Source: an optimization exercise on an open RTL-to-GDS flow (aim: small area). Production flows keep margins and buffers that such runs may drop. The RTL was checked by simulation tests, not by an equivalence proof against the original design. Power is estimated from default activity; no workload was simulated.

==> flow/design.v <==
module msdf_conv(
    input  [1:0] d,
    input  [8:0] eq,       
    input  [8:0] keep,     
    input  [8:0] gt,       
    input        lo,       
    input        start,
    input  [8:0] hi,       
    input        lz,       
    output [8:0] hi_nxt,   
    output       lz_nxt
);
  wire pos = (d == 2'b10);
  wire neg = (d == 2'b01);
  wire nz  = pos | neg;
  wire [9:0] z;
  assign z[0] = lz;
  genvar n;
  generate
    for (n = 0; n < 9; n = n + 1) begin : g
      assign z[n+1] = z[n] & ~hi[n];
      assign hi_nxt[n] = (eq[n] & nz) | (keep[n] & (hi[n] ^ (neg & gt[n] & z[n])));
    end
  endgenerate
  assign lz_nxt = (start | lz) & ~(nz & lo);
endmodule
module msdf_fa(input a, input b, input c, output s, output co);
  assign s = a ^ b ^ c;
  assign co = (a & b) | (a & c) | (b & c);
endmodule
module msdf_mul(
    input         start,
    input  [1:0]  x,       
    input  [1:0]  y,       
    input  [8:0]  av,      
    input  [8:0]  bv,      
    input  [12:1] s,       
    input  [10:1] c,       
    output [12:1] s_nxt,
    output [10:1] c_nxt,
    output [1:0]  p        
);
  wire xpos = (x == 2'b10), xneg = (x == 2'b01);
  wire ypos = (y == 2'b10), yneg = (y == 2'b01);
  wire ybpos = ypos & ~start, ybneg = yneg & ~start;
  wire [13:0] ia = start ? 14'd0 : {s[12], s, 1'b0};
  wire [13:0] id = start ? 14'd0 : {3'd0, c, 1'b0};
  wire [13:0] ib;
  genvar n;
  generate
    for (n = 0; n < 9; n = n + 1) begin : bsel
      assign ib[n] = av[n] ? ybpos : ybneg;
    end
  endgenerate
  assign ib[13:9] = {5{ybneg}};
  wire [13:0] ic = xneg ? ~{5'd0, bv} : xpos ? {5'd0, bv} : 14'd0;
  wire [9:0] s1, t1, o, t2;
  wire [9:0] t1s = {t1[8:0], yneg};
  generate
    for (n = 0; n < 10; n = n + 1) begin : fa
      msdf_fa f1(.a(ia[n]), .b(ib[n]), .c(ic[n]), .s(s1[n]), .co(t1[n]));
      msdf_fa f2(.a(s1[n]), .b(id[n]), .c(t1s[n]), .s(o[n]), .co(t2[n]));
    end
  endgenerate
  wire [9:0] co = {t2[8:0], xneg};
  wire s0, c1, h0, h1, f0, f1;
  msdf_fa fe1(.a(ia[10]), .b(id[10]), .c(~xneg), .s(s0), .co(c1));
  assign h0 = s0 ^ ~ybneg;
  assign h1 = s0 & ~ybneg;
  msdf_fa fe2(.a(h0), .b(t1[9]), .c(t2[9]), .s(f0), .co(f1));
  wire g1 = c1 | h1 | ia[11];                                    
  wire g2 = (c1 & h1) | (c1 & ia[11]) | (h1 & ia[11]);           
  wire g3 = c1 & h1 & ia[11];                                    
  wire gp = c1 ^ h1 ^ ia[11];                                    
  wire k2 = g2 | (f1 & g1);
  wire k4 = f1 & g3;
  wire sp = ia[12] ? k4 : k2;
  wire sn = ia[12] & ~k2;
  wire [1:0] e = {~(f1 ^ gp), f0};
  assign p = {sp, sn};
  assign s_nxt = {e[1:0], o[9:0]};
  assign c_nxt = co;
endmodule
module MSDFDotProductModule(input clk, input reset,
    input [1:0] io_a_3,
    input [1:0] io_a_2,
    input [1:0] io_a_1,
    input [1:0] io_a_0,
    input [1:0] io_b_3,
    input [1:0] io_b_2,
    input [1:0] io_b_1,
    input [1:0] io_b_0,
    input  io_start,
    output[1:0] io_c
);
  reg  [3:0] cnt;
  wire [3:0] j = io_start ? 4'd0 : cnt;
  always @(posedge clk) cnt <= j + {3'd0, j != 4'd15};
  wire [8:0] eq, gt, keep;
  genvar n;
  generate
    for (n = 0; n < 9; n = n + 1) begin : dec
      assign eq[n]   = (j == 4'd8 - n);
      assign gt[n]   = (j >  4'd8 - n);
      assign keep[n] = ~eq[n] & ~io_start;
    end
  endgenerate
  wire lo = (j >= 4'd9);
  wire [1:0] xa [0:3];
  wire [1:0] yb [0:3];
  assign xa[0] = io_a_0; assign xa[1] = io_a_1; assign xa[2] = io_a_2; assign xa[3] = io_a_3;
  assign yb[0] = io_b_0; assign yb[1] = io_b_1; assign yb[2] = io_b_2; assign yb[3] = io_b_3;
  wire [1:0] m [0:3];
  genvar i;
  generate
    for (i = 0; i < 4; i = i + 1) begin : pr
      reg  [8:0]  qa, qb;
      reg         la, lb;
      reg  [12:1] rs;
      reg  [10:1] rc;
      wire [8:0]  qa_nxt, qb_nxt;
      wire        la_nxt, lb_nxt;
      wire [12:1] rs_nxt;
      wire [10:1] rc_nxt;
      msdf_conv ca(.d(xa[i]), .eq(eq), .keep(keep), .gt(gt), .lo(lo), .start(io_start),
                   .hi(qa), .lz(la), .hi_nxt(qa_nxt), .lz_nxt(la_nxt));
      msdf_conv cb(.d(yb[i]), .eq(eq), .keep(keep), .gt(gt), .lo(lo), .start(io_start),
                   .hi(qb), .lz(lb), .hi_nxt(qb_nxt), .lz_nxt(lb_nxt));
      msdf_mul mu(.start(io_start), .x(xa[i]), .y(yb[i]), .av(qa), .bv(qb_nxt),
                  .s(rs), .c(rc), .s_nxt(rs_nxt), .c_nxt(rc_nxt), .p(m[i]));
      always @(posedge clk) begin
        qa <= qa_nxt; la <= la_nxt;
        qb <= qb_nxt; lb <= lb_nxt;
        rs <= rs_nxt; rc <= rc_nxt;
      end
    end
  endgenerate
  wire f4 = (j == 4'd4);    
  wire f6 = (j == 4'd6);    
  reg r51, r49, r32, r39, r37, r16, r17, r2, r234;
  wire fo0 = m[0][1] ^ ~m[0][0] ^ m[1][1];
  wire fc0 = (m[0][1] & ~m[0][0]) | (m[0][1] & m[1][1]) | (~m[0][0] & m[1][1]);
  wire g1 = r51 & ~r49, p1 = r51 | ~r49;
  wire fc1 = g1 | (p1 & fc0);
  wire fo1 = r51 ^ ~r49 ^ fc0;
  wire fo2 = m[2][1] ^ ~m[2][0] ^ m[3][1];
  wire fc2 = (m[2][1] & ~m[2][0]) | (m[2][1] & m[3][1]) | (~m[2][0] & m[3][1]);
  wire fo3 = r39 ^ ~r37 ^ fc2;
  wire fc3 = (r39 & ~r37) | (r39 & fc2) | (~r37 & fc2);
  wire z01 = f4 | fc1;      
  wire z23n = ~f4 & ~fc3;
  wire g4 = r32 & r16, p4 = r32 | r16;
  wire fo4 = r32 ^ z01 ^ r16;
  wire g5 = r17 & ~r2, p5 = r17 | ~r2;
  wire fc5 = g5 | (p5 & g4) | (p5 & p4 & f4) | (p5 & p4 & g1) | (p5 & p4 & p1 & fc0);
  wire fo5 = r17 ^ ~r2 ^ (g4 | (p4 & z01));
  always @(posedge clk) begin
    r51 <= fo0; r49 <= m[1][0];
    r39 <= fo2; r37 <= m[3][0];
    if (reset) begin
      r32 <= 1'b0; r16 <= 1'b0; r17 <= 1'b0; r2 <= 1'b0; r234 <= 1'b0;
    end else begin
      r32 <= fo1; r16 <= fo3; r17 <= fo4; r2 <= z23n; r234 <= fo5;
    end
  end
  assign io_c = {r234, ~f6 & ~fc5};
endmodule
==> flow/flow/run.sh <==
#!/bin/bash
# The standard layout (standard.sh: ORFS synthesis and all later steps),
# with three changes to how the layout is made:
#  - synthesis maps the logic with an area-oriented ABC script
#    (flow/abc_area.script) instead of ORFS's delay-oriented one; everything
#    else in synthesis (registers, their names and cells) is unchanged.  ORFS's
#    scripts are copied to ./orfs_scripts and only abc_speed.script is replaced.
#  - buffer_ports builds the port buffers from sky130_fd_sc_hd__buf_1 cells
#    instead of the delay cells it picks by default (repair may resize them).
#  - CTS does not add dummy loads.
# The output of make (all ORFS steps) goes to make_finish.log; each step's own
# log stays in orfs/logs/.
set -euo pipefail
cd "$(dirname "${BASH_SOURCE[0]}")/.."
rm -rf orfs_scripts
cp -r "$FLOW_HOME/scripts" orfs_scripts
cp flow/abc_area.script orfs_scripts/abc_speed.script
export SCRIPTS_DIR="$PWD/orfs_scripts"
export BUFFER_PORTS_ARGS="-buffer_cell sky130_fd_sc_hd__buf_1"
export CTS_ARGS="-sink_clustering_enable -repair_clock_nets -sink_clustering_size 30 -buf_list {sky130_fd_sc_hd__clkbuf_4 sky130_fd_sc_hd__clkbuf_8} -dont_use_dummy_load"
bash standard.sh finish > make_finish.log 2>&1
==> flow/flow/abc_area.script <==
&get -n
&st
&dch
&nf -R 0 -p
&st
&syn2
&dch
&nf -R 0 -p
&st
&syn2
&dch
&nf -R 0 -p
&put
==> flow/standard.sh <==
#!/bin/bash
# synth_recipe.tcl (not shown) runs the flow's synth.tcl, then flattens the netlist and writes it again
# the make line also repeats each setting of config.mk as NAME=value (left out here)
make -C /OpenROAD-flow-scripts/flow DESIGN_CONFIG=/design/flow/config.mk WORK_HOME=/design/flow/orfs CLKGATE_MAP_FILE= SYNTH_SCRIPT=/design/flow/synth_recipe.tcl "${@:-finish}"
==> flow/config.mk <==
export PLATFORM = sky130hd
export DESIGN_NAME = MSDFDotProductModule
export DESIGN_NICKNAME = MSDFDotProductModule
export VERILOG_FILES = /design/flow/design.v
export SDC_FILE = /design/flow/constraint.sdc
export NUM_CORES = 4
export LEC_CHECK = 0
export CAP_MARGIN = 20
export CORE_MARGIN = 2
export CORE_UTILIZATION = 40
export CTS_BUF_LIST = sky130_fd_sc_hd__clkbuf_4 sky130_fd_sc_hd__clkbuf_8
export CTS_CLUSTER_SIZE = 30
export SLEW_MARGIN = 20
==> flow/constraint.sdc <==
create_clock -name core_clock -period 8.0 [get_ports {clk}]
set_input_delay 1.6000 -clock core_clock [delete_from_list [all_inputs] [get_ports {clk}]]
set_output_delay 1.6000 -clock core_clock [all_outputs]
set_load 0.01 [all_outputs]
==> results of run 1 <==
-- worst max path at each step --
stage | from | slack [ns] | cells after the start | to
after CTS | io_b_0[1] | 0.23 | 23 | io_c[0]
after global routing | io_b_0[0] | 0.05 | 22 | io_c[0]
after detailed placement | io_b_0[1] | 0.25 | 23 | io_c[0]
after global placement | io_b_0[1] | 0.36 | 23 | io_c[0]
after floorplan | io_b_0[1] | 0.79 | 21 | io_c[0]
final | io_b_0[1] | 0.39 | 23 | io_c[0]
-- sequential cells by signal (all words and copies together) (netlist names) --
signal	count
pr.rs	48
pr.rc	40
pr.qa	36
pr.qb	36
cnt	4
pr.la	4
pr.lb	4
r16	1
r17	1
r2	1
r234	1
r32	1
r37	1
r39	1
r49	1
r51	1
-- logic make-up after synthesis --
group                    share of synthesized area (%)
adder cells (fa/ha/maj)                           23.6
AO/OA/AOI/OAI                                     9.19
AND/OR/NAND/NOR                                   17.2
multiplexers                                      4.73
buffers and inverters                             2.38
XOR/XNOR                                          5.91
flip-flops                                        37.0
-- per-stage QoR --
step                      worst slack, ns  total power [W]  instances
after floorplan                     0.787          0.00180        951
after global placement              0.364          0.00200       1310
after detailed placement            0.246          0.00204       1310
after CTS                           0.234          0.00252       1327
after global routing               0.0479          0.00269       1327
final                               0.392          0.00248       1327
-- cell usage after synthesis (2+ instances only) --
| cell type | count | area share, % |
|---|---|---|
| nand4bb_1 | 3 | 0.35 |
| or3_1 | 4 | 0.26 |
| mux2_1 | 34 | 3.9 |
| xnor2_1 | 41 | 3.7 |
| nor2_1 | 75 | 2.9 |
| o22a_1 | 8 | 0.72 |
| nand3_1 | 15 | 0.77 |
| mux2i_1 | 8 | 0.82 |
| nor3_1 | 22 | 1.1 |
| fa_1 | 89 | 18 |
| a31oi_1 | 2 | 0.13 |
| nand2b_1 | 5 | 0.32 |
| nand3b_1 | 4 | 0.31 |
| nor4_1 | 10 | 0.64 |
| nor3b_1 | 8 | 0.61 |
| o211ai_1 | 2 | 0.15 |
| and3_1 | 4 | 0.26 |
| dfxtp_1 | 181 | 37 |
| ha_1 | 42 | 5.4 |
| a211oi_1 | 3 | 0.23 |
| clkinv_1 | 60 | 2.3 |
| o22ai_1 | 50 | 3.2 |
| o21ai_0 | 13 | 0.66 |
| or4_1 | 4 | 0.31 |
| a21o_1 | 3 | 0.23 |
| xor2_1 | 25 | 2.2 |
| nor2b_1 | 87 | 5.6 |
| nand4b_1 | 2 | 0.18 |
| a2bb2oi_1 | 3 | 0.27 |
| a21oi_1 | 43 | 2.2 |
| nor4b_1 | 2 | 0.18 |
| nand2_1 | 76 | 2.9 |
| o221ai_1 | 5 | 0.45 |
| a31o_1 | 3 | 0.27 |
-- placed cells by master, fill, tap and decap left out, types with 2 or more instances in the layout --
cell | Yosys | routed
a211oi_1 | 3 | 3
a21o_1 | 3 | 3
a21oi_1 | 43 | 43
a2bb2oi_1 | 3 | 3
a31o_1 | 3 | 3
a31oi_1 | 2 | 2
and3_1 | 4 | 4
buf_1 | 0 | 19
buf_4 | 1 | 16
clkbuf_8 | 0 | 17
clkinv_1 | 60 | 60
dfxtp_1 | 181 | 181
fa_1 | 89 | 89
ha_1 | 42 | 42
mux2_1 | 34 | 34
mux2i_1 | 8 | 8
nand2_1 | 76 | 76
nand2b_1 | 5 | 5
nand3_1 | 15 | 15
nand3b_1 | 4 | 4
nand4b_1 | 2 | 2
nand4bb_1 | 3 | 3
nor2_1 | 75 | 75
nor2b_1 | 87 | 87
nor3_1 | 22 | 22
nor3b_1 | 8 | 8
nor4_1 | 10 | 10
o211ai_1 | 2 | 2
o21ai_0 | 13 | 13
o221ai_1 | 5 | 5
o22a_1 | 8 | 8
o22ai_1 | 50 | 50
or3_1 | 4 | 4
or4_1 | 4 | 4
xnor2_1 | 41 | 41
xor2_1 | 25 | 25
-- worst min-delay path, stage by stage (launching register included) --
cell     delay (ns)
dfxtp_1        0.30
nand2_1        0.07
nor2_1         0.05
-- area by class of cell --
cell class	instances	area (µm²)	area share, %
flip-flops and latches	181	3620	34.1
inverters	60	225	2.12
multi-input cells	709	5950	55.9
well taps	324	405	3.81
clock buffers	17	234	2.20
repair buffers	36	199	1.87
-- what timing repair did --
item                                    in CTS  in global routing
gates resized for setup                      0                  2
endpoints found under the setup margin       0                  1
hold endpoints to repair                     0                  0
-- routing by layer --
layer  track usage (%)  part of all wire (%)
met1              23.3                    46
met2              29.7                    48
met3              3.95                   4.8
met4              5.00                   1.5
met5                 0                     0
-- report_power, final --
group | switching, W | total [W] | leakage [nW] | internal [W]
clock network | 0.000295 | 0.000483 | 0.122 | 0.000188
logic | 0.000447 | 0.000812 | 2.52 | 0.000364
registers | 0.0000851 | 0.00119 | 1.49 | 0.00110
==> reports/metrics.cfg, run 1 <==
[outcome]
run_status = finished clean

[die]
initial_core_util_pct = 40.5
core_um2 = 24200
chipHeight_um = 160
die_area_um2 = 25700
ioPinCount = 21
rows = 57
die_x_um = 160

[placed_design]
dpl_cell_area_um2 = 10400
gp_congestion = 0.836
port_buffers = 20
dp_hpwl_um = 16200

[grt]
grtUsageTotal_pct = 17.8
grt_max_degree = 59
grt_pass1_wl_um = 35800
antenna_found_initial = 0
grt-ovfl-total = 0
first_global_vias = 6816

[synth]
syn-cell-area_um2 = 9790
synth_ff_type = dfxtp_1
syn-instance-count = 951
avgSynthCellArea_um2 = 10.3
synth_cell_type_count = 49
yosysSeqAreaShare_pct = 37.0
ys_ff_latch = 181
synth_edf_count = 0
ys_warn_count = 1
synth_nets = 1101
ys_async_sr_fraction_pct = 0

[setup_path]
path_buf_inv = 5
r2r_setup_slack_ns = 2.59
crit_family = adder cells
required_ns = 6.40
start_kind = primary input
cpMostUsedCell = fa_1
worstPathCellList = buf_1 > clkinv_1 > ha_1 > nand4bb_1 > nor4_1 > nor4b_2 > xnor2_1 > mux2i_1 > mux2_1 > fa_1 > clkinv_1 > fa_1 > clkinv_1 > fa_1 > nand2_1 > nand2_1 > a2bb2oi_1 > fa_1 > nor2_1 > a211oi_1 > a211oi_1 > nor3_1 > buf_1
cp_slowest_stage_delay_ns = 0.48
crit_path_top_delay_cell = fa_1
arrival_ns = 6.01
crit_path_end_kind = output port
path_class = in -> out
reg2reg_depth = 18
crit_fanout = 4
rr_endpoint = r234
timing.rr.start = cnt[3]

[routing]
wl_um = 22100
avgViaCountPerCell = 5.16
vias = 6846
drtAntennaViolNets = 0
first_pass_iters = 5
drt_iter0_drc = 471
drt-wirelength-per-cell_um = 16.7
drcViolationCount = 0

[final_layout]
final_core_util_pct = 44.0
diodes = 0
fill_cells = 2356
drive_gt1_share_pct = 3.69
design_area_um2 = 10600
final_nets = 1155
area_growth_syn_to_layout_pct = 8.67

[hold_path]
hold_class = reg -> reg
min_from = pr[3].rs[12]
whs_endpoint = r37
hold-path-cell-count = 2

[clocking]
post_cts_buffers = 0
postCtsHoldBufs = 0
h-tree-depth = 4
numCtsBuffers = 17
worstSkewPairLatency_ns = 0.48
cts_tree = yes
root_buffer = clkbuf_8
cts.sinks = 181
clkSlewWorstSetupHoldPaths_ns = 0.09
cts_buffer_depth = 2

[timing]
whs_ns = 0.449
final_max_slew_viol_count = 0
rsz0062_at_grt = false
tightestPinTransition_ns = 0.920
fin_crit_ns = 7.61
tns_ns = 0
slew_headroom_pct = 38.6
setup_violations = 0
fmax_mhz = 131
final_hold_viol_count = 0
finalClockSkew_ns = 0.0328
min_period_over_period_pct = 95.1

[power]
leakage_nw = 4.14
irDropWorstVdd_mv = 0.0973
p_per_area_nw_per_um2 = 233

[flow_run]
max_cap_viol_count = 0

==> run 2: changes to the inputs <==
--- a/flow/config.mk
+++ b/flow/config.mk
@@ -7,7 +7,7 @@
 export LEC_CHECK = 0
 export CAP_MARGIN = 20
 export CORE_MARGIN = 2
-export CORE_UTILIZATION = 40
+export CORE_UTILIZATION = 60
 export CTS_BUF_LIST = sky130_fd_sc_hd__clkbuf_4 sky130_fd_sc_hd__clkbuf_8
 export CTS_CLUSTER_SIZE = 30
 export SLEW_MARGIN = 20
==> run 2 against run 1 <==
Net effect:
- clock power fell by 2%
- utilization rose by 22 points
- clock skew fell by 0.0054 ns
- highest routed layer unchanged
==> reports/metrics.cfg, run 2 <==
[setup_path]
worstPathCellList = buf_1 > clkinv_1 > ha_2 > nand4bb_4 > nor4_4 > nor4b_4 > xnor2_1 > mux2i_1 > mux2_1 > fa_1 > clkinv_1 > fa_1 > clkinv_1 > fa_1 > nand2_1 > nand2_1 > a2bb2oi_1 > fa_1 > nor2_1 > a211oi_1 > a211oi_1 > nor3_1 > buf_1
start_kind = primary input
arrival_ns = 5.88  ; -0.13 ns
path_class = in -> out
crit_fanout = 4  ; unchanged
cpMostUsedCell = fa_1
path_buf_inv = 5  ; unchanged
crit_family = adder cells
required_ns = 6.40  ; about the same
cp_slowest_stage_delay_ns = 0.47  ; about the same
crit_path_end_kind = output port
crit_path_top_delay_cell = fa_1

[routing]
drcViolationCount = 0  ; unchanged
drt_iter0_drc = 597  ; +27%
wl_met2_um = 10600  ; +0.23%
avgViaCountPerCell = 5.75  ; +12%
drtAntennaViolNets = 0  ; unchanged
met1_length_um = 9380  ; -7.0%
vias = 7009  ; +2.4%
drt-wirelength-per-cell_um = 17.9  ; +7.6%
wl_met3_um = 1180  ; +12%
wl_um = 21800  ; -1.2%
first_pass_iters = 5  ; unchanged
maxUsedRoutingLayer = met4

[die]
die_area_um2 = 17300  ; -33%
die_x_um = 132  ; -18%
core_um2 = 15900  ; -34%
rows = 46  ; -19%
ioPinCount = 21  ; unchanged
chipHeight_um = 132  ; -18%
initial_core_util_pct = 61.6  ; +21 points

[timing]
fmax_mhz = 134  ; +1.7%
setup_violations = 0  ; unchanged
slew_headroom_pct = 29.2  ; -9.5 points
tns_ns = 0  ; unchanged
final_hold_viol_count = 0  ; unchanged
min_period_over_period_pct = 93.5  ; -1.6 points
rsz0062_at_grt = false
final_max_slew_viol_count = 0  ; unchanged
fin_crit_ns = 7.48  ; -0.125 ns
fin_ws_ns = 0.517  ; +0.125 ns
tightestPinTransition_ns = 1.05  ; +0.133 ns
finalClockSkew_ns = 0.0274  ; -0.00539 ns
whs_ns = 0.456  ; +0.00755 ns

[final_layout]
area_growth_syn_to_layout_pct = 7.81
drive_gt1_share_pct = 3.79  ; +0.10 points
final_core_util_pct = 66.4  ; +22 points
instances_no_fill = 1218  ; -8.2%
mostFrequentLayoutCell = dfxtp_1
top_regs = pr.rs (48), pr.rc (40)
largest_reg_flops = 48  ; unchanged
diodes = 0  ; unchanged
final_cell_mix = dfxtp_1, fa_1, nor2b_1, nand2_1, nor2_1
final_nets = 1154  ; -0.087%
top_register = pr.rs

[clocking]
cts.sinks = 181  ; unchanged
clkSlewWorstSetupHoldPaths_ns = 0.07  ; -0.02 ns
worstSkewPairLatency_ns = 0.46  ; -0.02 ns
cts_tree = yes
postCtsHoldBufs = 0  ; unchanged
root_buffer = clkbuf_8
h-tree-depth = 4  ; unchanged
cts_buffer_depth = 2  ; unchanged
numCtsBuffers = 17  ; unchanged

[placed_design]
port_buffers = 20  ; unchanged
place_inst = 1200  ; -8.4%
pre_cts_ws_ns = 0.297  ; +0.0507 ns
dp_hpwl_um = 15800  ; -2.2%
gp_congestion = 0.904  ; +8.1%

[grt]
grt_pass1_wl_um = 35700  ; -0.39%
antenna_found_initial = 0  ; unchanged
first_global_vias = 7158  ; +5.0%
grtUsageTotal_pct = 25.9  ; +8.2 points
grt_max_degree = 103  ; +75%
grt-ovfl-total = 0  ; unchanged

[power]
irDropWorstVdd_mv = 0.115  ; +19%
leakage_nw = 4.14  ; +0.19%
p_per_area_nw_per_um2 = 235  ; +0.92%

[synth]
synth_edf_count = 0  ; unchanged
yosysSeqAreaShare_pct = 37.0  ; unchanged
synth_cell_type_count = 49  ; unchanged
synthTopCellsByCount = dfxtp_1, fa_1, nor2b_1
synth_ff_type = dfxtp_1
netlist_top_cells_area = dfxtp_1, fa_1, nor2b_1
synth_nets = 1101  ; unchanged
ys_ff_latch = 181  ; unchanged
ys_async_sr_fraction_pct = 0  ; unchanged
yosysMostFrequentCell = dfxtp_1
syn-instance-count = 951  ; unchanged
synth.top_cell.area_share_pct = 37.0  ; unchanged
synth_largest_area_cell = dfxtp_1
ys_warn_count = 1  ; unchanged
avgSynthCellArea_um2 = 10.3  ; unchanged
syn-cell-area_um2 = 9790  ; unchanged

[hold_path]
hold_class = reg -> reg

[outcome]
run_status = finished clean

[flow_run]
max_cap_viol_count = 0  ; unchanged

## run 2: cell counts after synthesis
Identical to the previous run, type by type.
## run 2: cell type report
type                    instances  area [µm²]
inverters                      60         225
well taps                     216         270
flip-flops and latches        181        3620
fillers                      1278        5330
multi-input cells             709        5990
repair buffers                 35         204
clock buffers                  17         234
## run 2: logic make-up after synthesis
logic type	synth area share [%]
XOR/XNOR	5.91
multiplexers	4.73
buffers and inverters	2.38
AND/OR/NAND/NOR	17.2
adder cells (fa/ha/maj)	23.6
flip-flops	37.0
AO/OA/AOI/OAI	9.19
## run 2: path summary, 6_finish.rpt
path                                   start      end  slack [ns]  cells after the start
worst max-delay path               io_b_0[1]  io_c[0]        0.52                     23
worst min-delay path            pr[3].rs[12]      r37        0.46                      2
worst max register to register        cnt[3]     r234        2.65                     20
worst min register to register  pr[3].rs[12]      r37        0.46                      2
## run 2: worst reg2reg max path: cells and delay by family (launching register included)
| kind | cells | cell delay, ns |
|---|---|---|
| AOI/OAI and AO/OA | 2 | 0.58 |
| DFF | 1 | 0.66 |
| xor gates and xnor gates | 1 | 0.14 |
| and+or+nand+nor | 5 | 0.63 |
| buffers and inverters | 4 | 0.50 |
| muxes | 2 | 0.65 |
| adders and majority gates | 6 | 2.07 |
## run 2: what timing repair did
action / 4_1_cts / 5_1_grt
resized for setup: 0 / 9
setup buffers: 0 / 1
setup endpoints to repair: 0 / 1
## run 2: stage by stage
stage                     cell area [µm²]  total power, W
after floorplan                      9790         0.00180
final                               10600         0.00248
after global routing                10600         0.00268
after global placement              10200         0.00198
after CTS                           10500         0.00250
after detailed placement            10200         0.00203
## run 2: metal layers
metal / up-vias / track usage [%]
met3: 59 / 5.79
li1: 3342 / -
met1: 3429 / 33.1
met2: 179 / 43.2
met5: - / 0
met4: 0 / 10.2
## run 2: power by group
group / total, W / switching [W] / leakage, nW / internal, W
registers: 0.00119 / 0.0000859 / 1.49 / 0.00110
clock network: 0.000474 / 0.000286 / 0.122 / 0.000188
logic: 0.000823 / 0.000455 / 2.53 / 0.000369
==> run 3: changes to the inputs <==
--- a/flow/flow/run.sh
+++ b/flow/flow/run.sh
@@ -17,5 +17,5 @@
 cp flow/abc_area.script orfs_scripts/abc_speed.script
 export SCRIPTS_DIR="$PWD/orfs_scripts"
 export BUFFER_PORTS_ARGS="-buffer_cell sky130_fd_sc_hd__buf_1"
-export CTS_ARGS="-sink_clustering_enable -repair_clock_nets -sink_clustering_size 30 -buf_list {sky130_fd_sc_hd__clkbuf_4 sky130_fd_sc_hd__clkbuf_8} -dont_use_dummy_load"
+export CTS_ARGS="-sink_clustering_enable -repair_clock_nets -sink_clustering_size 16 -buf_list {sky130_fd_sc_hd__clkbuf_4 sky130_fd_sc_hd__clkbuf_8} -dont_use_dummy_load"
 bash standard.sh finish > make_finish.log 2>&1
--- a/flow/config.mk
+++ b/flow/config.mk
@@ -7,7 +7,7 @@
 export LEC_CHECK = 0
 export CAP_MARGIN = 20
 export CORE_MARGIN = 2
-export CORE_UTILIZATION = 60
+export CORE_UTILIZATION = 40
 export CTS_BUF_LIST = sky130_fd_sc_hd__clkbuf_4 sky130_fd_sc_hd__clkbuf_8
 export CTS_CLUSTER_SIZE = 30
 export SLEW_MARGIN = 20
==> run 3 against run 2 <==
Net effect:
- power fell by 0.12%
- still clean
- critical path type unchanged
- largest cell class unchanged
- register-to-register slack got worse by 0.06 ns
- critical endpoint unchanged
- clock skew rose by 0.0054 ns
- via count fell by 2.3%
- clock power rose by 2%
- non-clock buffer count rose by 1
- maximum frequency fell by 1.6%
- setup slack got worse by 0.12 ns
- sequential cell count did not move
==> reports/metrics.cfg, run 3 <==
[die]
ioPinCount = 21  ; unchanged
die_x_um = 160  ; +22%
chipHeight_um = 160  ; +22%
die_area_um2 = 25700  ; +48%
rows = 57  ; +24%
initial_core_util_pct = 40.5  ; -21 points
core_um2 = 24200  ; +52%

[final_layout]
top_register = pr.rs
top_regs = pr.rs (48), pr.rc (40)
drive_gt1_share_pct = 3.69  ; -0.10 points
final_core_util_pct = 44.0  ; -22 points
largest_reg_flops = 48  ; unchanged
mostFrequentLayoutCell = dfxtp_1
final_cell_mix = dfxtp_1, fa_1, nor2b_1, nand2_1, nor2_1
area_growth_syn_to_layout_pct = 8.67
diodes = 0  ; unchanged
final_nets = 1155  ; +0.087%

[placed_design]
dp_hpwl_um = 16200  ; +2.2%
port_buffers = 20  ; unchanged
gp_congestion = 0.836  ; -7.5%

[routing]
vias = 6846  ; -2.3%
first_pass_iters = 5  ; unchanged
drtAntennaViolNets = 0  ; unchanged
drt-wirelength-per-cell_um = 16.7  ; -7.1%
wl_um = 22100  ; +1.3%
drt_iter0_drc = 471  ; -21%
drcViolationCount = 0  ; unchanged
avgViaCountPerCell = 5.16  ; -10%

[grt]
grt_pass1_wl_um = 35800  ; +0.39%
grt_max_degree = 59  ; -43%
first_global_vias = 6816  ; -4.8%
grt-ovfl-total = 0  ; unchanged
grtUsageTotal_pct = 17.8  ; -8.2 points
antenna_found_initial = 0  ; unchanged

[clocking]
clkSlewWorstSetupHoldPaths_ns = 0.09  ; +0.02 ns
root_buffer = clkbuf_8
post_cts_buffers = 0  ; unchanged
cts_tree = yes
worstSkewPairLatency_ns = 0.48  ; +0.02 ns
cts_buffer_depth = 2  ; unchanged
cts.sinks = 181  ; unchanged
h-tree-depth = 4  ; unchanged
numCtsBuffers = 17  ; unchanged

[power]
leakage_nw = 4.14  ; -0.19%
pwr-share-seq_pct = 47.8  ; about the same
p_int_w = 0.00165  ; -0.25%
power_switching_share_pct = 33.3  ; +0.085 points
p_comb_share_pct = 32.7  ; -0.4 points
clkPwrFrac_pct = 19.5  ; +0.4 points
irDropWorstVdd_mv = 0.0973  ; -16%
totalPowerFinal_w = 0.00248  ; -0.12%
p_sw_w = 0.000827  ; +0.13%
p_per_area_nw_per_um2 = 233  ; -0.91%

[setup_path]
crit_fanout = 4  ; unchanged
crit_path_top_delay_cell = fa_1
start_kind = primary input
crit_family = adder cells
path_buf_inv = 5  ; unchanged
cpMostUsedCell = fa_1
arrival_ns = 6.01  ; +0.13 ns
required_ns = 6.40  ; about the same
cp_slowest_stage_delay_ns = 0.48  ; about the same
crit_path_end_kind = output port
path_class = in -> out
worstPathCellList = buf_1 > clkinv_1 > ha_1 > nand4bb_1 > nor4_1 > nor4b_2 > xnor2_1 > mux2i_1 > mux2_1 > fa_1 > clkinv_1 > fa_1 > clkinv_1 > fa_1 > nand2_1 > nand2_1 > a2bb2oi_1 > fa_1 > nor2_1 > a211oi_1 > a211oi_1 > nor3_1 > buf_1

[synth]
ys_ff_latch = 181  ; unchanged
synth_largest_area_cell = dfxtp_1
ys_async_sr_fraction_pct = 0  ; unchanged
synth_edf_count = 0  ; unchanged
synth.top_cell.area_share_pct = 37.0  ; unchanged
synthTopCellsByCount = dfxtp_1, fa_1, nor2b_1
synth_cell_type_count = 49  ; unchanged
synth_ff_type = dfxtp_1
synth_nets = 1101  ; unchanged
yosysMostFrequentCell = dfxtp_1
netlist_top_cells_area = dfxtp_1, fa_1, nor2b_1
yosysSeqAreaShare_pct = 37.0  ; unchanged
avgSynthCellArea_um2 = 10.3  ; unchanged
syn-cell-area_um2 = 9790  ; unchanged
syn-instance-count = 951  ; unchanged
ys_warn_count = 1  ; unchanged

[timing]
fmax_mhz = 131  ; -1.6%
rsz0062_at_grt = false
min_period_over_period_pct = 95.1  ; +1.6 points
fin_crit_ns = 7.61  ; +0.125 ns
tns_ns = 0  ; unchanged
tightestPinTransition_ns = 0.920  ; -0.133 ns
finalClockSkew_ns = 0.0328  ; +0.00539 ns
whs_ns = 0.449  ; -0.00755 ns
slew_headroom_pct = 38.6  ; +9.5 points
final_max_slew_viol_count = 0  ; unchanged
final_hold_viol_count = 0  ; unchanged
setup_violations = 0  ; unchanged

[outcome]
run_status = finished clean

[hold_path]
hold_class = reg -> reg

[flow_run]
max_cap_viol_count = 0  ; unchanged

run 3: cell counts after synthesis:
Identical to the previous run, type by type.
run 3: stage by stage:
stage          instances  cell area [µm²]  setup slack [ns]
2_1_floorplan        951             9790             0.787
3_3_place_gp        1310            10400             0.364
3_5_place_dp        1310            10400             0.246
4_1_cts             1327            10600             0.234
5_1_grt             1327            10600            0.0479
6_report            1327            10600             0.392
run 3: worst paths after layout:
kind | startpoint | to | cells past startpoint | slack [ns]
max | io_b_0[1] | io_c[0] | 23 | 0.39
min | pr[3].rs[12] | r37 | 2 | 0.45
min reg2reg | pr[3].rs[12] | r37 | 2 | 0.45
max reg2reg | cnt[3] | r234 | 18 | 2.59
run 3: cells by family (layout without fill, tap and decap cells):
kind of cell	after synthesis	count (layout)	synth area share, %
flops	181	181	37.0
buf+inv	61	113	2.38
compound gates	143	143	9.19
mux	42	42	4.73
simple gates	327	327	17.2
fa+ha+maj	131	131	23.6
xor+xnor	66	66	5.91
run 3: layout make-up:
cell class                      instances  area (µm²)
Inverter                               60         225
Clock buffer                           17         234
Fill cell                            2356       13500
Multi-Input combinational cell        709        5950
Tap cell                              324         405
Sequential cell                       181        3620
Timing Repair Buffer                   36         199
run 3: layer usage:
metal | global-route usage, % | routed length [µm] | vias up | share of wire, %
met5 | 0 | 0 | - | 0
met4 | 5.00 | 339 | 0 | 1.5
met3 | 3.95 | 1060 | 27 | 4.8
met2 | 29.7 | 10600 | 146 | 48
met1 | 23.3 | 10100 | 3339 | 46
li1 | - | - | 3334 | -
run 3: timing repair:
action	in CTS	in global routing
resized for setup	0	2
endpoints found under the setup margin	0	1
hold buffers	0	0
run 3: worst reg2reg max path: stages, from the launching register on:
cell and delay (ns):
dfxtp_1 0.70, nor2_1 0.22, a21oi_1 0.57, mux2i_1 0.31, mux2_1 0.36, fa_1 0.37
clkinv_1 0.06, fa_1 0.16, clkinv_1 0.07, fa_1 0.43, and3_1 0.19, mux2i_1 0.32
fa_1 0.29, clkinv_1 0.10, fa_1 0.36, nand2b_1 0.17, fa_1 0.41, xnor2_1 0.15
nor2_1 0.06
run 3: power by group through the flow:
stage	Clock (W)	Combinational (W)	Sequential, W
CTS	0.000496	0.000838	0.00119
detailed placement	0	0.000831	0.00121
global route	0.000535	0.000942	0.00121
floorplan	0	0.000619	0.00118
global placement	0	0.000794	0.00120
finish	0.000483	0.000812	0.00119
==> run 4: changes to the inputs <==
--- a/flow/design.v
+++ b/flow/design.v
@@ -19,7 +19,9 @@
   generate
     for (n = 0; n < 9; n = n + 1) begin : g
       assign z[n+1] = z[n] & ~hi[n];
-      assign hi_nxt[n] = (eq[n] & nz) | (keep[n] & (hi[n] ^ (neg & gt[n] & z[n])));
+      wire kh  = keep[n] & hi[n];
+      wire khx = keep[n] & (hi[n] ^ (gt[n] & z[n]));
+      assign hi_nxt[n] = (eq[n] & nz) | (neg ? khx : kh);
     end
   endgenerate
   assign lz_nxt = (start | lz) & ~(nz & lo);
@@ -157,10 +159,11 @@
   always @(posedge clk) begin
     r51 <= fo0; r49 <= m[1][0];
     r39 <= fo2; r37 <= m[3][0];
+    r32 <= fo1; r16 <= fo3;
     if (reset) begin
-      r32 <= 1'b0; r16 <= 1'b0; r17 <= 1'b0; r2 <= 1'b0; r234 <= 1'b0;
+      r17 <= 1'b0; r2 <= 1'b1; r234 <= 1'b0;
     end else begin
-      r32 <= fo1; r16 <= fo3; r17 <= fo4; r2 <= z23n; r234 <= fo5;
+      r17 <= fo4; r2 <= z23n; r234 <= fo5;
     end
   end
   assign io_c = {r234, ~f6 & ~fc5};
--- a/flow/flow/run.sh
+++ b/flow/flow/run.sh
@@ -17,5 +17,5 @@
 cp flow/abc_area.script orfs_scripts/abc_speed.script
 export SCRIPTS_DIR="$PWD/orfs_scripts"
 export BUFFER_PORTS_ARGS="-buffer_cell sky130_fd_sc_hd__buf_1"
-export CTS_ARGS="-sink_clustering_enable -repair_clock_nets -sink_clustering_size 16 -buf_list {sky130_fd_sc_hd__clkbuf_4 sky130_fd_sc_hd__clkbuf_8} -dont_use_dummy_load"
+export CTS_ARGS="-sink_clustering_enable -repair_clock_nets -sink_clustering_size 30 -buf_list {sky130_fd_sc_hd__clkbuf_4 sky130_fd_sc_hd__clkbuf_8} -dont_use_dummy_load -sink_buffer_max_cap_derate 1.5"
 bash standard.sh finish > make_finish.log 2>&1
==> run 4 against run 3 <==
Net effect:
- the run now fails in 4_1_cts
- synthesized area down 0.40%
- synthesized cell count down 2.5%
==> reports/metrics.cfg, run 4 <==
[synth]
synth.top_cell.area_share_pct = 37.2  ; +0.15 points
syn-instance-count = 927  ; -2.5%
synth_largest_area_cell = dfxtp_1
yosysSeqAreaShare_pct = 37.2  ; +0.15 points
ys_ff_latch = 181  ; unchanged
avgSynthCellArea_um2 = 10.5  ; +2.2%
synth_edf_count = 0  ; unchanged
ys_warn_count = 1  ; unchanged
yosysMostFrequentCell = dfxtp_1
synth_ff_type = dfxtp_1
ys_async_sr_fraction_pct = 0  ; unchanged
syn-cell-area_um2 = 9750  ; -0.40%
synth_nets = 1077  ; -2.2%
synth_cell_type_count = 38  ; -22%
synthTopCellsByCount = dfxtp_1, fa_1, nor2b_1
netlist_top_cells_area = dfxtp_1, fa_1, ha_1

[die]
chipHeight_um = 160  ; -0.19%
ioPinCount = 21  ; unchanged
rows = 57  ; unchanged
die_x_um = 160  ; -0.19%
initial_core_util_pct = 40.4  ; -0.041 points

[placed_design]
gp_congestion = 0.824  ; -1.4%
port_buffers = 20  ; unchanged
dp_hpwl_um = 15100  ; -6.6%

[outcome]
run_status = stopped before the end
stop_stage = 4_1_cts
error = [ERROR CTS-0109] sink_buffer_max_cap_derate needs to be between 0 and 1.0.

==> run 4: cell types whose count changed after synthesis, sizes merged, moves of 6 or more <==
cell,delta
nand2,-49
nand2b,+25
nand3,-10
nor3,+6
nor3b,-7
o21ai,-7
o22ai,+14
xnor2,+17
xor2,-11
==> run 4: worst max-delay path by stage <==
| stage | end | start | depth (start not counted) | slack (ns) |
|---|---|---|---|---|
| after detailed placement | io_c[0] | io_start | 22 | 0.11 |
| after global placement | io_c[0] | io_start | 22 | 0.25 |
| after floorplan | io_c[0] | io_start | 18 | 0.42 |
==> run 4: logic make-up after synthesis <==
group                    share of synthesized area, %
adder cells (fa/ha/maj)                          23.7
buffers and inverters                            2.35
multiplexers                                     5.19
AND/OR/NAND/NOR                                  16.9
flip-flops                                       37.2
AO/OA/AOI/OAI                                    8.29
XOR/XNOR                                         6.47
==> run 4: stage by stage <==
step                      instance area, µm²  std cells  utilization, %  power (W)  setup slack (ns)
after detailed placement               10300       1280            42.7    0.00208             0.106
after global placement                 10300       1280            42.7    0.00207             0.252
after floorplan                         9750        927               -    0.00185             0.415
==> run 4: power by group through the flow <==
| stage | registers (W) | clock network, W | logic [W] |
|---|---|---|---|
| floorplan | 0.00120 | 0 | 0.000652 |
| detailed placement | 0.00122 | 0 | 0.000858 |
| global placement | 0.00122 | 0 | 0.000848 |
==> run 5: changes to the inputs <==
--- a/flow/flow/run.sh
+++ b/flow/flow/run.sh
@@ -17,5 +17,5 @@
 cp flow/abc_area.script orfs_scripts/abc_speed.script
 export SCRIPTS_DIR="$PWD/orfs_scripts"
 export BUFFER_PORTS_ARGS="-buffer_cell sky130_fd_sc_hd__buf_1"
-export CTS_ARGS="-sink_clustering_enable -repair_clock_nets -sink_clustering_size 30 -buf_list {sky130_fd_sc_hd__clkbuf_4 sky130_fd_sc_hd__clkbuf_8} -dont_use_dummy_load -sink_buffer_max_cap_derate 1.5"
+export CTS_ARGS="-sink_clustering_enable -repair_clock_nets -sink_clustering_size 30 -buf_list {sky130_fd_sc_hd__clkbuf_4 sky130_fd_sc_hd__clkbuf_8} -dont_use_dummy_load -sink_buffer_max_cap_derate 2.5"
 bash standard.sh finish > make_finish.log 2>&1
==> run 5 against run 4 <==
Net effect:
- the flow again stops in 4_1_cts
- synthesized area stayed put
- synthesized cell count unchanged
==> reports/metrics.cfg, run 5 <==
[outcome]
run_status = stopped before the end
stop_stage = 4_1_cts
error = [ERROR CTS-0109] sink_buffer_max_cap_derate needs to be between 0 and 1.0.

[synth]
yosysSeqAreaShare_pct = 37.2  ; unchanged
synth_edf_count = 0  ; unchanged
synth_nets = 1077  ; unchanged
synthTopCellsByCount = dfxtp_1, fa_1, nor2b_1
yosysMostFrequentCell = dfxtp_1
syn-cell-area_um2 = 9750  ; unchanged
avgSynthCellArea_um2 = 10.5  ; unchanged
syn-instance-count = 927  ; unchanged
synth_largest_area_cell = dfxtp_1
synth_ff_type = dfxtp_1
ys_ff_latch = 181  ; unchanged
synth_cell_type_count = 38  ; unchanged
ys_async_sr_fraction_pct = 0  ; unchanged
ys_warn_count = 1  ; unchanged
netlist_top_cells_area = dfxtp_1, fa_1, ha_1
synth.top_cell.area_share_pct = 37.2  ; unchanged

[placed_design]
place_inst = 1280  ; unchanged
gp_congestion = 0.824  ; unchanged
pre_cts_ws_ns = 0.106  ; unchanged
port_buffers = 20  ; unchanged
dp_hpwl_um = 15100  ; unchanged

[die]
die_x_um = 160  ; unchanged
rows = 57  ; unchanged
ioPinCount = 21  ; unchanged
initial_core_util_pct = 40.4  ; unchanged
chipHeight_um = 160  ; unchanged

## run 5: metrics by stage
stage	cell area, µm²	hold WS [ns]
after floorplan	9750	0.438
after global placement	10300	0.457
after detailed placement	10300	0.462
## run 5: worst min-delay path by stage
stage          depth (start not counted)  slack (ns)          from  endpoint
3_5_place_dp                           2        0.46  pr[3].rs[12]       r37
3_3_place_gp                           1        0.46      pr[1].la  pr[1].la
2_1_floorplan                          2        0.44  pr[3].rs[12]       r37
## run 5: power groups by stage
stage | Combinational [W] | Sequential (W) | Clock, W
2_1_floorplan | 0.000652 | 0.00120 | 0
3_5_place_dp | 0.000858 | 0.00122 | 0
3_3_place_gp | 0.000848 | 0.00122 | 0
## run 5: cell families after synthesis
group,count (synthesis),share of synthesized area [%]
muxes,46,5.19
xor gates and xnor gates,72,6.47
adders and majority gates,131,23.7
AOI/OAI and AO/OA,134,8.29
buffers and inverters,60,2.35
DFF,181,37.2
and+or+nand+nor,303,16.9
==> run 6: changes to the inputs <==
--- a/flow/flow/run.sh
+++ b/flow/flow/run.sh
@@ -17,5 +17,5 @@
 cp flow/abc_area.script orfs_scripts/abc_speed.script
 export SCRIPTS_DIR="$PWD/orfs_scripts"
 export BUFFER_PORTS_ARGS="-buffer_cell sky130_fd_sc_hd__buf_1"
-export CTS_ARGS="-sink_clustering_enable -repair_clock_nets -sink_clustering_size 30 -buf_list {sky130_fd_sc_hd__clkbuf_4 sky130_fd_sc_hd__clkbuf_8} -dont_use_dummy_load -sink_buffer_max_cap_derate 2.5"
+export CTS_ARGS="-sink_clustering_enable -repair_clock_nets -sink_clustering_size 30 -buf_list {sky130_fd_sc_hd__clkbuf_4 sky130_fd_sc_hd__clkbuf_8} -dont_use_dummy_load"
 bash standard.sh finish > make_finish.log 2>&1
--- a/flow/config.mk
+++ b/flow/config.mk
@@ -7,7 +7,7 @@
 export LEC_CHECK = 0
 export CAP_MARGIN = 20
 export CORE_MARGIN = 2
-export CORE_UTILIZATION = 40
+export CORE_UTILIZATION = 30
 export CTS_BUF_LIST = sky130_fd_sc_hd__clkbuf_4 sky130_fd_sc_hd__clkbuf_8
 export CTS_CLUSTER_SIZE = 30
 export SLEW_MARGIN = 20
==> run 6 against run 5 <==
Net effect:
- the run now finishes clean
- synthesized area is the same
- synthesized cell count is the same
==> reports/metrics.cfg, run 6 <==
[outcome]
run_status = finished clean

[power]
p_int_w = 0.00169
pwr-share-seq_pct = 47.2
p_sw_w = 0.000854
irDropWorstVdd_mv = 0.0825
clkPwrFrac_pct = 18.8
power_switching_share_pct = 33.6
leakage_nw = 4.04
p_comb_share_pct = 34.0
p_per_area_nw_per_um2 = 237

[routing]
drt-wirelength-per-cell_um = 15.2
vias = 6673
avgViaCountPerCell = 4.71
first_pass_iters = 5
drcViolationCount = 0
wl_um = 21600
drtAntennaViolNets = 0
drt_iter0_drc = 404

[clocking]
root_buffer = clkbuf_8
numCtsBuffers = 17
cts_tree = yes
clkSlewWorstSetupHoldPaths_ns = 0.09
cts.sinks = 181
worstSkewPairLatency_ns = 0.48
h-tree-depth = 4
cts_buffer_depth = 2

[placed_design]
gp_congestion = 0.806  ; -2.2%
dp_hpwl_um = 15600  ; +3.5%
dpl_cell_area_um2 = 10500  ; +1.4%
port_buffers = 20  ; unchanged
pre_cts_ws_ns = 0.288  ; +0.182 ns

[setup_path]
crit_path_end_kind = output port
required_ns = 6.40
arrival_ns = 5.95
crit_fanout = 5
path_class = in -> out
r2r_setup_slack_ns = 2.90
start_kind = primary input

[grt]
grt_pass1_wl_um = 35200
first_global_vias = 6528
grt_max_degree = 53
antenna_found_initial = 0
grtUsageTotal_pct = 13.4
grt-ovfl-total = 0

[timing]
final_hold_viol_count = 0
tns_ns = 0
fin_ws_ns = 0.447
tightestPinTransition_ns = 1.05
slew_headroom_pct = 30.1
fin_crit_ns = 7.55
finalClockSkew_ns = 0.0331
final_max_slew_viol_count = 0
setup_violations = 0
fmax_mhz = 132
rsz0062_at_grt = false
min_period_over_period_pct = 94.4

[final_layout]
mostFrequentLayoutCell = dfxtp_1
final_cell_mix = dfxtp_1, fa_1, nor2b_1, nor2_1, o22ai_1
final_nets = 1127
final_core_util_pct = 33.3
drive_gt1_share_pct = 4.00
top_regs = pr.rs (48), pr.rc (40)
area_growth_syn_to_layout_pct = 10.4
design_area_um2 = 10800
fill_cells = 3287
largest_reg_flops = 48
top_register = pr.rs
diodes = 0

[hold_path]
hold_class = reg -> reg

[die]
chipHeight_um = 184  ; +15%
core_um2 = 32300
die_area_um2 = 34000
initial_core_util_pct = 30.2  ; -10 points
rows = 66  ; +16%
ioPinCount = 21  ; unchanged
die_x_um = 184  ; +15%

[synth]
synth_ff_type = dfxtp_1
netlist_top_cells_area = dfxtp_1, fa_1, ha_1
yosysSeqAreaShare_pct = 37.2  ; unchanged
synth_edf_count = 0  ; unchanged
ys_warn_count = 1  ; unchanged
synth_cell_type_count = 38  ; unchanged
synth_largest_area_cell = dfxtp_1
synth_nets = 1077  ; unchanged
synth.top_cell.area_share_pct = 37.2  ; unchanged
ys_async_sr_fraction_pct = 0  ; unchanged
syn-cell-area_um2 = 9750  ; unchanged
synthTopCellsByCount = dfxtp_1, fa_1, nor2b_1
syn-instance-count = 927  ; unchanged
avgSynthCellArea_um2 = 10.5  ; unchanged
ys_ff_latch = 181  ; unchanged
yosysMostFrequentCell = dfxtp_1

[flow_run]
max_cap_viol_count = 0

run 6: worst max-delay path: stages:
cell and delay, ns:
buf_1 0.09, clkinv_1 0.05, ha_2 0.20, nand3b_1 0.19, or4b_4 0.57, nor4_4 0.18
xnor2_1 0.09, mux2i_1 0.21, mux2_1 0.36, fa_1 0.38, clkinv_1 0.07, fa_1 0.17
clkinv_1 0.08, fa_1 0.42, nand2_1 0.08, nand2_1 0.08, a21oi_2 0.16, fa_2 0.23
nor2_1 0.04, a211oi_1 0.21, a21oi_1 0.09, o21ai_0 0.10, and3b_1 0.17, buf_1 0.15
run 6: metal layers:
layer | part of all wire [%] | vias to the layer above | routed length (µm) | track usage, %
li1 | - | 3235 | - | -
met5 | 0 | - | 0 | 0
met4 | 1.1 | 0 | 243 | 3.49
met3 | 4.2 | 20 | 912 | 2.71
met1 | 47 | 3275 | 10200 | 18.2
met2 | 48 | 143 | 10300 | 21.8
run 6: what timing repair did:
action                     in CTS  in global routing
setup buffers                   0                  2
resized for setup               0                  9
hold buffers                    0                  0
setup endpoints to repair       0                  1
run 6: power groups by stage:
stage	Combinational, W	Sequential [W]	Clock, W
finish	0.000865	0.00120	0.000478
global route	0.00102	0.00123	0.000528
CTS	0.000876	0.00120	0.000496
detailed placement	0.000870	0.00122	0
global placement	0.000843	0.00122	0
floorplan	0.000652	0.00120	0
run 6: cell families (layout without fill, tap and decap cells):
kind of cell | Yosys count | count (layout) | synth area share, %
AND/OR/NAND/NOR | 303 | 303 | 16.9
flip-flops | 181 | 181 | 37.2
AO/OA/AOI/OAI | 134 | 134 | 8.29
adder cells (fa/ha/maj) | 131 | 131 | 23.7
XOR/XNOR | 72 | 72 | 6.47
buffers and inverters | 60 | 108 | 2.35
multiplexers | 46 | 46 | 5.19
run 6: final timing paths:
kind,start,end,cells past startpoint
worst max-delay path,io_b_1[1],io_c[0],24
worst min-delay path,pr[3].rs[12],r37,2
worst max register to register,cnt[3],r234,21
worst min register to register,pr[3].rs[12],r37,2
run 6: cell type report:
cell class | count | area [µm²] | share of cell area (%)
Clock buffer | 17 | 234 | 2.17
Inverter | 59 | 221 | 2.06
Sequential cell | 181 | 3620 | 33.7
Tap cell | 442 | 553 | 5.14
Timing Repair Buffer | 32 | 169 | 1.57
Multi-Input combinational cell | 686 | 5960 | 55.4
run 6: stage by stage:
stage                     power (W)  hold slack [ns]  instances
after floorplan             0.00185            0.438        927
after global placement      0.00206            0.453       1398
after detailed placement    0.00209            0.456       1398
after CTS                   0.00257            0.470       1415
after global routing        0.00277            0.496       1417
final                       0.00254            0.469       1417
==> run 7: changes to the inputs <==
--- a/flow/config.mk
+++ b/flow/config.mk
@@ -7,7 +7,8 @@
 export LEC_CHECK = 0
 export CAP_MARGIN = 20
 export CORE_MARGIN = 2
-export CORE_UTILIZATION = 30
+export CORE_UTILIZATION = 40
 export CTS_BUF_LIST = sky130_fd_sc_hd__clkbuf_4 sky130_fd_sc_hd__clkbuf_8
 export CTS_CLUSTER_SIZE = 30
+export PLACE_DENSITY = 0.75
 export SLEW_MARGIN = 20
==> run 7 against run 6 <==
Net effect:
- wire length shrank 5.2%
- cell count shrank 8.5%
- power is essentially flat
- clock-buffer cell count is the same
- still clean
- critical path type unchanged
- synthesized cell count is the same
- sequential share of layout area grew 0.56 points
==> reports/metrics.cfg, run 7 <==
[clocking]
clkSlewWorstSetupHoldPaths_ns = 0.07  ; -0.02 ns
cts_buffer_depth = 2  ; unchanged
cts.sinks = 181  ; unchanged
worstSkewPairLatency_ns = 0.47  ; about the same
numCtsBuffers = 17  ; unchanged
cts_tree = yes
h-tree-depth = 4  ; unchanged
root_buffer = clkbuf_8

[setup_path]
path_class = in -> out
crit_path_end_kind = output port
required_ns = 6.40  ; about the same
crit_fanout = 4  ; -1
start_kind = primary input
arrival_ns = 6.03  ; +0.08 ns

[synth]
yosysMostFrequentCell = dfxtp_1
avgSynthCellArea_um2 = 10.5  ; unchanged
ys_async_sr_fraction_pct = 0  ; unchanged
synth_top_family_by_area = adder cells
synth_nets = 1077  ; unchanged
synth_edf_count = 0  ; unchanged
synth_ff_type = dfxtp_1
synth_compound_area_share_pct = 8.29  ; unchanged
synth_largest_area_cell = dfxtp_1
synthAdderAreaFrac_pct = 23.7  ; unchanged
synth.top_cell.area_share_pct = 37.2  ; unchanged
ys_warn_count = 1  ; unchanged
netlist_top_cells_area = dfxtp_1, fa_1, ha_1
syn-instance-count = 927  ; unchanged
ys_ff_latch = 181  ; unchanged
yosysSeqAreaShare_pct = 37.2  ; unchanged
syn-cell-area_um2 = 9750  ; unchanged
synthTopCellsByCount = dfxtp_1, fa_1, nor2b_1
synth-xor-area-share_pct = 6.47  ; unchanged
synth.area.mux_share_pct = 5.19  ; unchanged
synth-simple-area-share_pct = 16.9  ; unchanged
synth_cell_type_count = 38  ; unchanged

[die]
die_area_um2 = 25600  ; -24%
core_um2 = 24100  ; -25%
rows = 57  ; -14%
ioPinCount = 21  ; unchanged
chipHeight_um = 160  ; -13%
initial_core_util_pct = 40.4  ; +10 points
die_x_um = 160  ; -13%

[routing]
vias = 6758  ; +1.3%
drcViolationCount = 0  ; unchanged
drt-wirelength-per-cell_um = 15.8  ; +3.6%
avgViaCountPerCell = 5.21  ; +11%
wl_um = 20500  ; -5.2%
drt_iter0_drc = 452  ; +12%
drtAntennaViolNets = 0  ; unchanged
first_pass_iters = 5  ; unchanged

[final_layout]
design_area_um2 = 10600  ; -1.6%
final_cell_mix = dfxtp_1, fa_1, nor2b_1, nor2_1, o22ai_1
top_regs = pr.rs (48), pr.rc (40)
fill_cells = 2326  ; -29%
drive_gt1_share_pct = 3.80  ; -0.20 points
final_core_util_pct = 43.9  ; +11 points
top_register = pr.rs
final_nets = 1125  ; -0.18%
mostFrequentLayoutCell = dfxtp_1
area_growth_syn_to_layout_pct = 8.55
largest_reg_flops = 48  ; unchanged
diodes = 0  ; unchanged

[grt]
grtUsageTotal_pct = 16.7  ; +3.3 points
antenna_found_initial = 0  ; unchanged
grt_pass1_wl_um = 34600  ; -1.6%
grt_max_degree = 44  ; -17%
first_global_vias = 6962  ; +6.6%
grt-ovfl-total = 0  ; unchanged

[placed_design]
gp_congestion = 0.862  ; +6.9%
port_buffers = 20  ; unchanged
dp_hpwl_um = 15100  ; -3.4%
dpl_cell_area_um2 = 10300  ; -1.6%

[timing]
tns_ns = 0  ; unchanged
slew_headroom_pct = 33.8  ; +3.7 points
finalClockSkew_ns = 0.0234  ; -0.00968 ns
setup_violations = 0  ; unchanged
tightestPinTransition_ns = 0.985  ; -0.0635 ns
final_max_slew_viol_count = 0  ; unchanged
min_period_over_period_pct = 95.4  ; +0.97 points
fin_crit_ns = 7.63  ; +0.0776 ns
fmax_mhz = 131  ; -1.0%
final_hold_viol_count = 0  ; unchanged

[outcome]
run_status = finished clean

[power]
irDropWorstVdd_mv = 0.122  ; +48%
leakage_nw = 4.03  ; -0.29%
p_per_area_nw_per_um2 = 241  ; +1.7%

[hold_path]
hold_class = reg -> reg

[flow_run]
max_cap_viol_count = 0  ; unchanged

[run 7: critical path, stage by stage]
cell	delay (ns)
buf_1	0.09
clkinv_1	0.05
ha_2	0.21
nand4bb_1	0.19
nor4_2	0.35
nor4b_4	0.26
xnor2_1	0.09
mux2i_1	0.21
mux2_1	0.38
fa_1	0.43
clkinv_1	0.07
fa_1	0.17
clkinv_1	0.08
fa_1	0.47
and3_1	0.18
mux2i_2	0.18
fa_1	0.24
nor2_1	0.05
a211oi_1	0.22
a21oi_1	0.09
o21ai_0	0.09
and3b_1	0.16
buf_1	0.14
[run 7: area by class of cell]
| type | count | area [µm²] | area share [%] |
|---|---|---|---|
| Clock buffer | 17 | 234 | 2.21 |
| Sequential cell | 181 | 3620 | 34.2 |
| Tap cell | 324 | 405 | 3.83 |
| Multi-Input combinational cell | 686 | 5940 | 56.2 |
| Inverter | 59 | 221 | 2.09 |
| Timing Repair Buffer | 30 | 154 | 1.45 |
[run 7: per-stage QoR]
step | std cells | worst slack, ns | total power, W | hold slack (ns)
2_1_floorplan | 927 | 0.415 | 0.00185 | 0.438
3_3_place_gp | 1277 | 0.352 | 0.00204 | 0.446
3_5_place_dp | 1277 | 0.258 | 0.00209 | 0.460
4_1_cts | 1294 | 0.249 | 0.00256 | 0.471
5_1_grt | 1297 | -0.0300 | 0.00275 | 0.495
6_report | 1297 | 0.369 | 0.00254 | 0.468
[run 7: power breakdown]
| group | switching, W | internal, W | total, W |
|---|---|---|---|
| logic | 0.000470 | 0.000391 | 0.000861 |
| registers | 0.0000933 | 0.00111 | 0.00121 |
| clock network | 0.000290 | 0.000188 | 0.000478 |
| total | 0.000853 | 0.00169 | 0.00254 |
[run 7: final timing paths]
| check | startpoint | endpoint | slack [ns] | depth (start not counted) |
|---|---|---|---|---|
| hold / removal | pr[3].rs[12] | r37 | 0.47 | 2 |
| setup / recovery | io_b_0[1] | io_c[0] | 0.37 | 23 |
| setup reg to reg | cnt[3] | r17 | 2.69 | 18 |
| hold reg to reg | pr[3].rs[12] | r37 | 0.47 | 2 |
[run 7: repair_timing]
| action | 4_1_cts | 5_1_grt |
|---|---|---|
| endpoints found under the setup margin | 0 | 1 |
| hold endpoints to repair | 0 | 0 |
| hold buffers | 0 | 0 |
| buffers inserted | 0 | 3 |
| gates resized for setup | 0 | 9 |
[run 7: logic make-up after synthesis]
family	count (synthesis)
adder cells (fa/ha/maj)	131
multiplexers	46
AND/OR/NAND/NOR	303
AO/OA/AOI/OAI	134
buffers and inverters	60
flip-flops	181
XOR/XNOR	72
[run 7: layer usage]
layer  part of all wire, %  global-route usage [%]  wire length (µm)
met5                     0                       0                 0
met3                   4.6                    3.53               952
met1                    43                    21.0              8800
met2                    50                    28.9             10300
met4                   2.3                    5.36               473
==> run 8: changes to the inputs <==
--- a/flow/config.mk
+++ b/flow/config.mk
@@ -10,5 +10,4 @@
 export CORE_UTILIZATION = 40
 export CTS_BUF_LIST = sky130_fd_sc_hd__clkbuf_4 sky130_fd_sc_hd__clkbuf_8
 export CTS_CLUSTER_SIZE = 30
-export PLACE_DENSITY = 0.75
 export SLEW_MARGIN = 20
==> run 8 against run 7 <==
Net effect:
- global-route usage up 0.59 points
- cell count is the same
- largest cell class unchanged
- via count down 2.6%
- clock-buffer cell count unchanged
- synthesized area stayed put
- sequential cell count stayed put
- still clean on timing, DRC and antenna
==> reports/metrics.cfg, run 8 <==
[final_layout]
design_area_um2 = 10600  ; -0.22%
final_nets = 1125  ; unchanged
largest_reg_flops = 48  ; unchanged
diodes = 0  ; unchanged
final_cell_mix = dfxtp_1, fa_1, nor2b_1, nor2_1, o22ai_1
instances_no_fill = 1297  ; unchanged
drive_gt1_share_pct = 3.39  ; -0.41 points
mostFrequentLayoutCell = dfxtp_1
top_regs = pr.rs (48), pr.rc (40)
area_growth_syn_to_layout_pct = 8.30
fill_cells = 2387  ; +2.6%
top_register = pr.rs

[setup_path]
worstPathCellList = buf_1 > clkinv_1 > ha_1 > nand4bb_1 > nor4_2 > nor4b_1 > xnor2_1 > mux2i_1 > mux2_1 > fa_1 > clkinv_1 > fa_1 > clkinv_1 > fa_1 > and3_1 > mux2i_1 > fa_1 > nor2_1 > a211oi_1 > a21oi_1 > o21ai_0 > and3b_1 > buf_1
cp_slowest_stage_delay_ns = 0.47  ; about the same
required_ns = 6.40  ; about the same
crit_path_top_delay_cell = fa_1
start_kind = primary input
r2r_setup_slack_ns = 2.65  ; -0.04 ns
crit_path_end_kind = output port
crit_fanout = 4  ; unchanged
arrival_ns = 6.01  ; -0.02 ns
cpMostUsedCell = fa_1
path_class = in -> out

[synth]
synth_ff_type = dfxtp_1
yosysMostFrequentCell = dfxtp_1
avgSynthCellArea_um2 = 10.5  ; unchanged
synth-simple-area-share_pct = 16.9  ; unchanged
synth.area.mux_share_pct = 5.19  ; unchanged
synth_top_family_by_area = adder cells
synth-xor-area-share_pct = 6.47  ; unchanged
synth_compound_area_share_pct = 8.29  ; unchanged
synth_edf_count = 0  ; unchanged
synthTopCellsByCount = dfxtp_1, fa_1, nor2b_1
syn-instance-count = 927  ; unchanged
ys_async_sr_fraction_pct = 0  ; unchanged
syn-cell-area_um2 = 9750  ; unchanged
ys_warn_count = 1  ; unchanged
synth_nets = 1077  ; unchanged
synth_cell_type_count = 38  ; unchanged
yosysSeqAreaShare_pct = 37.2  ; unchanged
ys_ff_latch = 181  ; unchanged
synth_largest_area_cell = dfxtp_1
netlist_top_cells_area = dfxtp_1, fa_1, ha_1
synth.top_cell.area_share_pct = 37.2  ; unchanged
synthAdderAreaFrac_pct = 23.7  ; unchanged

[grt]
grt_max_degree = 65  ; +48%
antenna_found_initial = 0  ; unchanged
busiest_layer = met2
grt_use_met2_pct = 28.6  ; -0.26 points
grt-ovfl-total = 0  ; unchanged
first_global_vias = 6730  ; -3.3%
met3_usage_pct = 3.17  ; -0.36 points
grt_pass1_wl_um = 35500  ; +2.5%
globalRouteMet1Util_pct = 23.5  ; +2.6 points
grtUsageTotal_pct = 17.3  ; +0.59 points

[clocking]
cts_buffer_depth = 2  ; unchanged
h-tree-depth = 4  ; unchanged
cts_tree = yes
postCtsHoldBufs = 0  ; unchanged
worstSkewPairLatency_ns = 0.45  ; -0.02 ns
root_buffer = clkbuf_8
clkSlewWorstSetupHoldPaths_ns = 0.08  ; about the same
cts.sinks = 181  ; unchanged
numCtsBuffers = 17  ; unchanged

[power]
leakage_nw = 4.03  ; about the same
p_per_area_nw_per_um2 = 239  ; -0.45%
irDropWorstVdd_mv = 0.0932  ; -23%

[die]
ioPinCount = 21  ; unchanged
chipHeight_um = 160  ; unchanged
die_x_um = 160  ; unchanged
die_area_um2 = 25600  ; unchanged
core_um2 = 24100  ; unchanged
initial_core_util_pct = 40.4  ; unchanged
rows = 57  ; unchanged

[routing]
drt_iter0_drc = 439  ; -2.9%
vias = 6581  ; -2.6%
drcViolationCount = 0  ; unchanged
wl_um = 20800  ; +1.7%
drt-wirelength-per-cell_um = 16.1  ; +1.7%
avgViaCountPerCell = 5.07  ; -2.6%
first_pass_iters = 5  ; unchanged
drtAntennaViolNets = 0  ; unchanged

[flow_run]
max_cap_viol_count = 0  ; unchanged

[timing]
fmax_mhz = 131  ; +0.31%
min_period_over_period_pct = 95.1  ; -0.29 points
finalClockSkew_ns = 0.0321  ; +0.00871 ns
slew_headroom_pct = 36.5  ; +2.6 points
fin_crit_ns = 7.61  ; -0.0234 ns
final_hold_viol_count = 0  ; unchanged
final_max_slew_viol_count = 0  ; unchanged
setup_violations = 0  ; unchanged
tightestPinTransition_ns = 0.953  ; -0.0322 ns

[outcome]
run_status = finished clean

[placed_design]
port_buffers = 20  ; unchanged
place_inst = 1280  ; +0.23%
dpl_cell_area_um2 = 10300  ; +0.22%
gp_congestion = 0.824  ; -4.4%
dp_hpwl_um = 15100  ; about the same

[hold_path]
hold_class = reg -> reg

run 8: worst max-delay path, delay by kind of cell:
family | cells | cell delay, ns
multiplexers | 3 | 0.77
buffers and inverters | 5 | 0.43
XOR/XNOR | 1 | 0.10
AND/OR/NAND/NOR | 6 | 1.20
adder cells (fa/ha/maj) | 5 | 1.52
AO/OA/AOI/OAI | 3 | 0.38
run 8: per-layer routing:
layer	vias up	part of all wire [%]
met5	-	0
met4	0	1.1
met3	17	3.3
met2	116	47
met1	3205	48
li1	3243	-
run 8: final cells by class:
class	count	area, µm²	share of cell area (%)
multi-input cells	686	5920	56.1
flip-flops and latches	181	3620	34.3
well taps	324	405	3.84
clock buffers	17	234	2.22
inverters	59	221	2.10
repair buffers	30	154	1.46
run 8: worst paths after layout:
path	from	to	cells past startpoint
max reg2reg	cnt[3]	r234	21
min reg2reg	pr[3].rs[12]	r37	2
min	pr[3].rs[12]	r37	2
max	io_b_0[1]	io_c[0]	23
run 8: power breakdown:
| part | switching, W | leakage [nW] | internal (W) | total (W) |
|---|---|---|---|---|
| sequential | 0.0000891 | 1.49 | 0.00111 | 0.00120 |
| clock | 0.000291 | 0.122 | 0.000189 | 0.000480 |
| combinational | 0.000463 | 2.42 | 0.000384 | 0.000847 |
| total | 0.000843 | 4.03 | 0.00168 | 0.00253 |
run 8: stage by stage:
step	hold slack, ns	power (W)	util [%]	setup slack [ns]	TNS, ns
floorplan	0.438	0.00185	-	0.415	0
global placement	0.457	0.00207	42.7	0.252	0
detailed placement	0.462	0.00208	42.7	0.106	0
CTS	0.482	0.00256	43.7	0.0971	0
global route	0.513	0.00275	43.8	-0.00980	-0.00980
finish	0.483	0.00253	43.8	0.393	0
run 8: cells by family (layout without fill, tap and decap cells):
group	Yosys count	after routing
AOI/OAI and AO/OA	134	134
muxes	46	46
xor gates and xnor gates	72	72
and+or+nand+nor	303	303
adders and majority gates	131	131
DFF	181	181
buffers and inverters	60	106
run 8: timing repair:
action,CTS,global route
setup buffers,0,0
endpoints found under the setup margin,0,1
resized for setup,0,4

-- what the ideal ports hide --
Ports are ideal in the flow. The routed layouts listed here were re-timed in OpenROAD. Step 1 (the two cells are an assumption about what drives the block):
set clk [get_ports {clk}]
set_driving_cell -lib_cell sky130_fd_sc_hd__clkbuf_16 $clk
set_driving_cell -lib_cell sky130_fd_sc_hd__buf_2 [delete_from_list [all_inputs] $clk]
Step 2 also shifts input and output timing later by t, the mid clock arrival at the registers, as if the neighbouring blocks saw the same clock. a / b / c = no drivers / after step 1 / after step 2; a / b = the first two.
run | t (ns) | setup WS [ns] | hold WS [ns] | worst setup path after step 2 | latest minus earliest clock arrival (ns)
run 1 | 0.498 | 0.392 / 0.372 / 0.372 | 0.449 / 0.449 / 0.449 | input to output | 0.036 / 0.036
run 2 | 0.490 | 0.517 / 0.491 / 0.491 | 0.456 / 0.456 / 0.456 | input to output | 0.028 / 0.028
run 3 | 0.498 | 0.392 / 0.372 / 0.372 | 0.449 / 0.449 / 0.449 | input to output | 0.036 / 0.036
run 6 | 0.504 | 0.447 / 0.427 / 0.427 | 0.469 / 0.469 / 0.469 | input to output | 0.033 / 0.033
run 7 | 0.502 | 0.369 / 0.348 / 0.348 | 0.468 / 0.468 / 0.468 | input to output | 0.029 / 0.029
run 8 | 0.480 | 0.393 / 0.372 / 0.372 | 0.483 / 0.483 / 0.483 | input to output | 0.032 / 0.032
After both steps setup and hold are still met in every run listed. For run 2, which loses most, drivers alone change the setup slack by -0.026 ns; drivers and shift together by -0.026 ns.
